Context: an optimization exercise on an open-source flow, tuned for small area and a short achievable clock period. The choices shown serve that exercise and are no tape-out recipe. Function was checked by simulation only, so behaviour that the tests miss may differ from the original.

==> inputs of trial 65 <==
## fir_15
module fir_15 #
  (
    parameter integer C_S00_AXIS_TDATA_WIDTH  = 32,
    parameter integer C_M00_AXIS_TDATA_WIDTH  = 32
  )
  (
  input wire  s00_axis_aclk, s00_axis_aresetn,
  input wire  s00_axis_tlast, s00_axis_tvalid,
  input wire [C_S00_AXIS_TDATA_WIDTH-1 : 0] s00_axis_tdata,
  input wire [(C_S00_AXIS_TDATA_WIDTH/8)-1: 0] s00_axis_tstrb,
  output logic  s00_axis_tready,
  input wire  m00_axis_tready,
  output logic  m00_axis_tvalid, m00_axis_tlast,
  output logic [C_M00_AXIS_TDATA_WIDTH-1 : 0] m00_axis_tdata,
  output logic [(C_M00_AXIS_TDATA_WIDTH/8)-1: 0] m00_axis_tstrb
  );
==> flow/config.mk <==
export PLATFORM = sky130hd
export DESIGN_NAME = fir_15
export DESIGN_NICKNAME = fir_15
export VERILOG_FILES = /design/flow/design.v
export SDC_FILE = /design/flow/constraint.sdc
export NUM_CORES = 4
export LEC_CHECK = 0
export CAP_MARGIN = 20
export CORE_MARGIN = 2
export CORE_UTILIZATION = 50
export CTS_BUF_LIST = sky130_fd_sc_hd__clkbuf_8
export SETUP_SLACK_MARGIN = 4.0
export SLEW_MARGIN = 20
export SYNTH_HIERARCHICAL = 1
export SYNTH_MINIMUM_KEEP_SIZE = 0
==> flow/constraint.sdc <==
create_clock -name core_clock -period 7.5 [get_ports {s00_axis_aclk}]
set_input_delay 1.5000 -clock core_clock [delete_from_list [all_inputs] [get_ports {s00_axis_aclk}]]
set_output_delay 1.5000 -clock core_clock [all_outputs]
set_load 0.01 [all_outputs]
standard.sh (not shown) runs the stock make flow with config.mk's settings and CLKGATE_MAP_FILE= SYNTH_SCRIPT=/design/flow/synth_recipe.tcl, a recipe that flattens the netlist after the stock synthesis.
==> flow/flow/run.sh <==
#!/bin/bash
# The standard layout (the standard.sh, unchanged synthesis and steps), except that
# the port buffers that global placement inserts are plain sky130_fd_sc_hd__buf_4 cells.
# make's full output goes to standard.log here; each ORFS step keeps its own log under orfs/logs/.
set -euo pipefail
export BUFFER_PORTS_ARGS="-buffer_cell sky130_fd_sc_hd__buf_4"
bash standard.sh > standard.log 2>&1
==> build 87 (differences from trial 65) <==
==> flow/run.sh (new file) <==
#!/bin/bash
# synth_recipe.tcl (not shown) runs the flow's synth.tcl, then flattens the netlist and writes it again
# the make line also repeats each setting of config.mk as NAME=value (left out here)
make -C /OpenROAD-flow-scripts/flow DESIGN_CONFIG=/design/flow/config.mk WORK_HOME=/design/flow/orfs CLKGATE_MAP_FILE= SYNTH_SCRIPT=/design/flow/synth_recipe.tcl finish
CTS_BUF_LIST = default   (was sky130_fd_sc_hd__clkbuf_8)
removed: flow/flow/run.sh
removed: flow/standard.sh
==> trial 9 (differences from trial 65) <==
CTS_BUF_LIST = default   (was sky130_fd_sc_hd__clkbuf_8)
==> build 6 (differences from trial 65) <==
SETUP_SLACK_MARGIN = 3.7   (was 4.0)
==> results_dict.tcl <==
set metrics [dict create \
    pre_cts_ws_ns 2.70 \
    p_switching_w 0.00353 \
    grt_pass1_wl_um 135000 \
    met3_usage_pct 3.32 \
    run_status "finished clean" \
    seq_power_share_pct 36.0 \
    gp_congestion 0.798 \
    cts-buffers-inserted 81 \
    fmax_mhz 278 \
    internal_power_w 0.00802 \
    wire_per_inst_um 18.1 \
]
[end of results for build 87]
==> results_dict.tcl <==
set metrics [dict create \
    internal_power_w 0.00717 \
    grt_pass1_vias 25000 \
    gp_congestion 0.797 \
    cts-buffers-inserted 120 \
    p_switching_w 0.00335 \
    wire_per_inst_um 17.8 \
    pre_cts_ws_ns 2.83 \
    seq_power_share_pct 39.6 \
    met3_usage_pct 3.38 \
    grt_pass1_wl_um 133000 \
    worstSetupStartpointType "flip-flop" \
    fmax_mhz 272 \
    run_status "finished clean" \
    drc 0 \
]
[end of results for build 6]
==> results_dict.tcl <==
set metrics [dict create \
    run_status "finished clean" \
    p_switching_w 0.00343 \
    fmax_mhz 280 \
    multi_input_area_share_pct 55.7 \
    buf_share_pct 3.44 \
    pre_cts_ws_ns 2.83 \
    internal_power_w 0.00732 \
    cts-buffers-inserted 120 \
    die_h_um 282 \
    grt_pass1_wl_um 134000 \
    gp_congestion 0.797 \
    wire_per_inst_um 17.7 \
    cp.buffers_inverters 2 \
    route.met3.wl_um 2520 \
    m1WireLength_um 35200 \
    met3_usage_pct 3.30 \
]
[end of results for trial 65]
==> results_dict.tcl <==
set metrics [dict create \
    internal_power_w 0.00774 \
    synth_fp_nets 3921 \
    m1WireLength_um 35200 \
    pre_cts_ws_ns 2.83 \
    seq_power_share_pct 37.1 \
    busiest_layer "met2" \
    p_switching_w 0.00344 \
    run_status "finished clean" \
    fmax_mhz 276 \
    route.met3.wl_um 2430 \
    power.leakage_nw 20.6 \
    met3_usage_pct 2.99 \
]
[end of results for trial 9]

-- separate check: timing with driven ports --
The results above use ideal ports. As a check the final layouts listed here were re-extracted and re-timed, cells and wires unchanged.
Step 1: set_driving_cell puts a clkbuf_16 on s00_axis_aclk and a buf_2 on each other input, an assumption about the parent block.
Step 2 times the ports against the registers' clock, not the clock port: input delays grow and output delays shrink by t, the midpoint of the rising clock arrivals with the driver on.
Slacks: no drivers / after step 1 / after step 2; pairs: no drivers / after step 1.
| run | t (ns) | slack for setup (ns) | hold slack, ns |
|---|---|---|---|
| trial 65 | 0.782 | 3.930 / 3.869 / 3.182 | 0.491 / 0.491 / 0.491 |
| build 87 | 0.685 | 3.900 / 3.846 / 3.261 | 0.487 / 0.487 / 0.487 |
| trial 9 | 0.673 | 3.880 / 3.880 / 3.324 | 0.491 / 0.491 / 0.491 |
| build 6 | 0.781 | 3.820 / 3.759 / 3.173 | 0.491 / 0.491 / 0.491 |
After both steps setup and hold are still met in every run listed. The setup slack of trial 65, which loses most, moves by -0.061 ns with the drivers and by -0.748 ns with both steps.
